Source: an optimization exercise on an open RTL-to-GDS flow (aim: small area, a short achievable clock period and few clock cycles per item). Production flows keep margins and buffers that such runs may drop. Only simulation tests tie the RTL to the original design; equivalence was not proved. The clock port is modelled as an ideal driver; clocking choices that lean on that would not hold on a real chip.

==> flow/design.v, too long to show whole: its modules and the start of the top module <==
// module skinny_top: 545 lines
module skinny_top (
    input               clock,
    input               reset,
    input               start,
    input [7:0]         input_plaintext,
    input [23:0]        input_tweakey,
    output              ready,
    output              done,
    output [127:0]      ciphertext
);
  // ...
==> flow/flow/run.sh <==
#!/bin/bash
# Standard ORFS layout (the standard.sh), with the resizer asked to aim for
# a setup slack margin of 6.9 ns, so it works the critical paths harder.
set -euo pipefail
bash standard.sh SETUP_SLACK_MARGIN=6.9 POST_CTS_TCL=$PWD/flow/post_cts.tcl PRE_GLOBAL_ROUTE_TCL=$PWD/flow/pre_grt.tcl POST_GLOBAL_ROUTE_TCL=$PWD/flow/post_grt.tcl GRT_MARGIN=6.95 RECOVER_MARGIN=7.0 SETUP_MOVE_SEQUENCE=unbuffer,sizeup,swap 'BUFFER_PORTS_ARGS=-buffer_cell sky130_fd_sc_hd__buf_1' finish > standard_flow.log 2>&1
==> flow/flow/post_cts.tcl <==
set block [ord::get_db_block]
set root [$block findInst clkbuf_0_clock]
if { $root != "NULL" } {
  set in_net [[$root findITerm A] getNet]
  set out_net [[$root findITerm X] getNet]
  set loads {}
  foreach it [$out_net getITerms] {
    if { [$it getInst] != $root } { lappend loads $it }
  }
  if { [llength $loads] <= 4 } {
    foreach it $loads {
      $it disconnect
      $it connect $in_net
    }
    odb::dbInst_destroy $root
    odb::dbNet_destroy $out_net
    puts "post_cts: clock port now drives [llength $loads] clock buffers directly"
  } else {
    puts "post_cts: root buffer drives [llength $loads] cells, left in place"
  }
}
if { [info exists ::env(RECOVER_MARGIN)] } {
  estimate_parasitics -placement
  set_clock_uncertainty -setup $::env(RECOVER_MARGIN) [all_clocks]
  report_worst_slack -max
  report_design_area
  repair_timing -recover_power 100
  report_worst_slack -max
  report_design_area
  set_clock_uncertainty -setup 0 [all_clocks]
  detailed_placement
  check_placement -verbose
}
==> flow/flow/post_grt.tcl <==
# Take away the temporary setup uncertainty set by pre_grt.tcl.
if { [info exists ::env(GRT_MARGIN)] } {
  set_clock_uncertainty -setup 0 [all_clocks]
  report_worst_slack -max
  report_design_area
}
==> flow/flow/pre_grt.tcl <==
# Before global route: express the resizer's setup margin as a temporary
# clock uncertainty, so that the power-recovery step that follows the timing
# repair (RECOVER_POWER) keeps the same margin.  post_grt.tcl removes it.
if { [info exists ::env(GRT_MARGIN)] } {
  set ::env(SETUP_SLACK_MARGIN) 0
  set ::env(RECOVER_POWER) 100
  set_clock_uncertainty -setup $::env(GRT_MARGIN) [all_clocks]
  puts "pre_grt: setup uncertainty $::env(GRT_MARGIN) while repairing"
}
==> flow/standard.sh <==
#!/bin/bash
# synth_recipe.tcl (not shown) runs the flow's synth.tcl, then flattens the netlist and writes it again
# the make line also repeats each setting of config.mk as NAME=value (left out here)
make -C /OpenROAD-flow-scripts/flow DESIGN_CONFIG=/design/flow/config.mk WORK_HOME=/design/flow/orfs CLKGATE_MAP_FILE= SYNTH_SCRIPT=/design/flow/synth_recipe.tcl "${@:-finish}"
==> flow/config.mk <==
export PLATFORM = sky130hd
export DESIGN_NAME = skinny_top
export DESIGN_NICKNAME = skinny_top
export VERILOG_FILES = /design/flow/design.v
export SDC_FILE = /design/flow/constraint.sdc
export NUM_CORES = 4
export LEC_CHECK = 0
export CAP_MARGIN = 20
export CORE_MARGIN = 2
export CORE_UTILIZATION = 50
export CTS_CLUSTER_DIAMETER = 120
export CTS_CLUSTER_SIZE = 24
export SLEW_MARGIN = 20
==> flow/constraint.sdc <==
create_clock -name core_clock -period 10.0 [get_ports {clock}]
set_input_delay 2.0000 -clock core_clock [delete_from_list [all_inputs] [get_ports {clock}]]
set_output_delay 2.0000 -clock core_clock [all_outputs]
set_load 0.01 [all_outputs]
==> notes.md, run 1 <==
- The min-delay analysis places its worst path in the category reg -> reg.
- The register containing the most flip-flops in the final layout is tkv.
- Along the worst hold path, the cell count comes to 1.
- The number of enable flip-flop cells after synthesis is 0.
- The endpoint kind of the worst setup timing path is an output pin.
- The total area of multi-input combinational cells is about 9100 um2.
- The number of antenna violations at the first check in global routing is 0.
- For met2 alone, demand over resource in global routing was 0.496.
- The placed instances occupy a cell area of around 21000 um2.
- The met1 routed wirelength after detailed routing is between 20 and 30 mm.
- By area the synthesized netlist is led by dfxtp_1 (51%), xnor2_1 (13%), o22ai_1 (8.0%), a22o_1 (6.0%), xor2_1 (4.8%).
- The share of the Yosys chip area taken by registers is 0.523.
- The fraction of standard cell area in multi-input logic is 0.405.
- The synthesized-area fraction occupied by ao, oa, aoi and oai cells is 0.185.
- The first global-routing pass estimated between 90 and 100 mm of wire.
- The launching element type of the critical path is a register.
- The largest registers in the layout are tkv (384), st (128), rc (6).
- The delay of the slowest cell on the worst path is 420 ps.
- Of the cells placed in the final design, the portion with a size suffix greater than 1 is 0.135.
- The number of endpoints failing setup at the final stage is 0.
- The run finished with no timing, DRC or antenna violations.
- The worst path arrival time is ~1000 ps.
- Summing over every cut layer, the via total after detailed routing is roughly 15000.
- In the finished design, the share of the clock period the worst path needs comes to 0.304.
- The wire length reported by the detailed router is about 66 mm.
- The total standard cell area after synthesis is ~20000 um2.
Testbench counts, summed over its fixed seeds: cycles 27,656, items 384.
==> run 2: changes to the inputs <==
==> flow/flow/run.sh (replaced) <==
#!/bin/bash
# Standard ORFS layout (the standard.sh), with the resizer asked to aim for
# a setup slack margin of 6.85 ns, so it works the critical paths harder.
set -euo pipefail
bash standard.sh SETUP_SLACK_MARGIN=6.85 POST_CTS_TCL=$PWD/flow/post_cts.tcl PRE_GLOBAL_ROUTE_TCL=$PWD/flow/pre_grt.tcl POST_GLOBAL_ROUTE_TCL=$PWD/flow/post_grt.tcl GRT_MARGIN=6.85 RECOVER_MARGIN=6.9 SETUP_MOVE_SEQUENCE=unbuffer,sizeup,swap 'BUFFER_PORTS_ARGS=-buffer_cell sky130_fd_sc_hd__buf_1' finish > standard_flow.log 2>&1
--- a/flow/config.mk
+++ b/flow/config.mk
@@ -8,5 +8,5 @@
 export CAP_MARGIN = 20
 export CORE_MARGIN = 2
-export CORE_UTILIZATION = 50
+export CORE_UTILIZATION = 55
 export CTS_CLUSTER_DIAMETER = 120
 export CTS_CLUSTER_SIZE = 24
==> run 2 against run 1 <==
Net effect:
- critical path depth stayed put
- cell area is 3.7% lower
- highest routed layer unchanged
==> notes.md, run 2 <==
- The reg-to-reg critical path endpoint is st[112] (was st[120]).
- The library cell contributing the largest single delay on the critical path is dfxtp_1 (was dfxtp_2).
- The number of I/O pins came to 165 (unchanged).
- The post-route cell area is 21700 um2 (was 22500 um2).
- The total number of vias came to 15200 (was 15400).
- The largest net degree at the start of global routing is 242 (was 228).
- The largest fanout on the critical path is 4 (unchanged).
- The number of register bits inferred by synthesis is 523 (unchanged).
- The share of final-layout standard cells stronger than drive strength 1 is 0.0536 (was 0.135).
- The all-layer global routing usage was 0.335 (was 0.306).
- The number of antenna violations at the first check in global routing is 0 (unchanged).
- The wire length reported by the detailed router is 65.1 mm (was 65.6 mm).
- The die boundary width was 195 um (was 205 um).
- The mean area per synthesized cell is 10.3 um2 (unchanged).
- The launching element type of the critical path is a register (unchanged).
- The relative max-transition margin is 0.227 (was 0.289).
- The clock slew at the register clock pins of the worst setup and hold paths is 100 ps (was 110 ps).
- The average wire per cell in the routed design came to 26.0 um (was 25.6 um).
- The highest attainable clock frequency is 0.323 GHz (was 0.329 GHz).
- The number of enable flip-flop cells after synthesis is 0 (unchanged).
- The post-detailed-route count of antenna-violating nets came to 0 (unchanged).
- Synth top cells by count: dfxtp_1 (512), xnor2_1 (292), o22ai_1 (256), nand2_1 (150), o21ai_0 (150) (unchanged).
- The critical path class is reg -> out (unchanged).
- The total placed instance area is 21000 um2 (about the same).
- The most numerous cell in the Yosys netlist is dfxtp_1 (unchanged).
- The transition time at the pin with the least slew margin is 1160 ps (was 1070 ps).
- The dominant cell type by area after synthesis is dfxtp_1 (unchanged).
- The post-layout minimum cycle time is 3100 ps (was 3040 ps).
- The total congestion overflow after global routing is 0 (unchanged).
- The CTS tree is built (unchanged).
- The count of buffering cells on the critical path with inverters included is 1 (unchanged).
- The global-route wire length before repair is 94.7 mm (was 94.5 mm).
- The total standard cell area after synthesis is 20100 um2 (unchanged).
- The die height is 195 um (was 205 um).
- The total number of yosys warnings came to 5 (unchanged).
- The register containing the most flip-flops in the final layout is tkv (unchanged).
- The number of flip-flops under the largest register name was 384 (unchanged).
- The number of buffer cells added on primary ports is 164 (unchanged).
- The DRC violations left is 0 (unchanged).
- The post-synthesis to final-layout area growth was 7.63% (was 11.8%).
- The worst path setup slack after routing is 6900 ps (was 6960 ps).
- The fraction of the yosys area taken by sequential cells came to 0.523 (unchanged).
- The hold violation total from the final report is 0 (unchanged).
- The number of global-route vias before repair is 14500 (was 14400).
- The top cell type's share of synthesized area was 0.509 (unchanged).
- The cell count after synthesis is 1957 (unchanged).
- The vias per cell is 6.08 (was 6.00).
- The initial core utilization came to 0.554 (was 0.507).
- The antenna diode count was 0 (unchanged).
- Critical path, cell by cell: buf_2 (unchanged).
- The period utilization is 0.310 (was 0.304).
- The clock insertion delay at the later pin of the skew report is 440 ps (was 460 ps).
- The endpoint kind of the worst setup timing path was an output pin (unchanged).
- The core box area is 36300 um2 (was 39700 um2).
- The end point of the most critical hold path was tkv[328] (was tkv[312]).
- The instance count along the most critical hold path is 1 (unchanged).
- The pre-CTS worst setup slack is 7050 ps (was 6760 ps).
- The critical register-to-register path startpoint is st[38] (was st[47]).
- The number of endpoints failing setup at the final stage was 0 (unchanged).
- The total die area is 38200 um2 (was 41900 um2).
- The number of distinct library cells after synthesis is 34 (unchanged).
- The main flop type after synthesis is dfxtp_1 (unchanged).
- The clock net sink count came to 523 (unchanged).
- The number of iterations in the first detailed-routing pass is 5 (unchanged).
- Result of the run: no timing/DRC/antenna violations (unchanged).
- The delay of the slowest cell on the worst path came to 480 ps (was 420 ps).
- Largest cells by area after synthesis: dfxtp_1 (51%), xnor2_1 (13%), o22ai_1 (8.0%), a22o_1 (6.0%), xor2_1 (4.8%) (unchanged).
- The sum of negative setup slack is 0 ps (unchanged).
- The leading cell type in the layout, fill and taps excluded is dfxtp_1 (unchanged).
- The count of filler cells inserted in the layout is 3258 (was 3633).
- The worst path arrival time was 1100 ps (was 1040 ps).
- The final core area utilization is 0.596 (was 0.567).
- The type of the tightest min-delay check is reg -> reg (unchanged).
- The number of max-cap violations was 0 (unchanged).
- The setup skew after layout is 21.5 ps (was 18.7 ps).
- The synthesized netlist net count came to 1993 (unchanged).
- The critical path's top delay family is flip-flops (unchanged).
- The start point of the worst hold path was tkv[304] (was tkv[288]).
- The number of cell instances on the worst register-to-register path came to 8 (unchanged).
- The final layout net count is 2069 (unchanged).
- The number of DRC markers in iteration 0 came to 1222 (was 1369).
- The required time of the critical path is 8000 ps (about the same).
- The last weighted congestion value of the routability-driven placer came to 0.944 (was 0.925).
- The minimum setup slack among reg-to-reg paths is 7020 ps (was 7120 ps).
- The number of cell rows was 70 (was 73).
- The proportion of register bits with asynchronous set or reset after synthesis is 0.0210 (unchanged).
- Top flop regs: tkv (384), st (128), rc (6) (unchanged).
- The placed wire-length estimate is 49.2 mm (was 48.5 mm).
- The count of pins over their slew limit came to 0 (unchanged).
- Highest-count cells in the layout ignoring fill and taps: dfxtp_1 (454), xnor2_1 (291), o22ai_1 (256) (was dfxtp_1 (392), xnor2_1 (292), o22ai_1 (256)).
-- run 2: worst register-to-register path, stage by stage, from the launching register on --
cell	delay [ps]
dfxtp_1	390
o21a_1	220
nor4_1	490
mux2i_1	360
mux2i_1	140
xnor2_1	450
xnor2_1	250
xnor3_1	390
a22o_1	180
-- run 2: layout make-up --
| type | count | area, um2 | share of cell area |
|---|---|---|---|
| Clock buffer | 26 | 608 | 0.0281 |
| Clock inverter | 1 | 30.0 | 0.00139 |
| Inverter | 7 | 26.3 | 0.00121 |
| Multi-Input combinational cell | 1306 | 9100 | 0.420 |
| Sequential cell | 523 | 10600 | 0.489 |
| Tap cell | 468 | 586 | 0.0270 |
| Timing Repair Buffer | 171 | 723 | 0.0334 |
-- run 2: how the worst max path moves through the flow --
stage | startpoint | end | slack (ps) | cells past startpoint
after detailed placement | st[47] | st[120] | 7050 | 8
after global placement | st[107] | st[104] | 7120 | 8
final | st[73] | ciphertext[73] | 6900 | 1
after floorplan | st[58] | st[104] | 7470 | 9
-- run 2: per-stage QoR --
stage	instances	hold slack, ps
final	2502	432
after detailed placement	2474	432
after global placement	2474	428
after floorplan	1957	412
-- run 2: layer usage --
layer	share of wire	GRT usage	vias to the layer above
met4	0.047	0.141	0
met2	0.47	0.556	504
met1	0.43	0.451	7531
li1	-	-	7070
met5	0	0	-
met3	0.050	0.0302	103
-- run 2: cell families after synthesis --
family	share of synthesized area
compound gates	0.185
flops	0.523
xor+xnor	0.184
simple gates	0.0748
buf+inv	0.0246
mux	0.00795
fa+ha+maj	0.000621

## separate check: timing with driven ports
No port has a modelled driver above. Below, the same layouts with a new extraction and two added sets of constraints.
Step 1, drivers: a clkbuf_16 drives clock and a buf_2 each remaining input, both assumed.
Step 2, shift: input delay + t, output delay - t, t = (earliest + latest rising clock arrival at the registers) / 2. This alone moves slack from input paths to output paths.
Slacks: no drivers / after step 1 / after step 2; pairs: no drivers / after step 1.
run | t, ns | setup WS [ns] | cell pins on the clock port's net
run 1 | 0.527 | 6.963 / 6.888 / 7.120 | 2
run 2 | 0.494 | 6.901 / 6.832 / 7.020 | 2
After both steps every run listed still meets setup and hold.
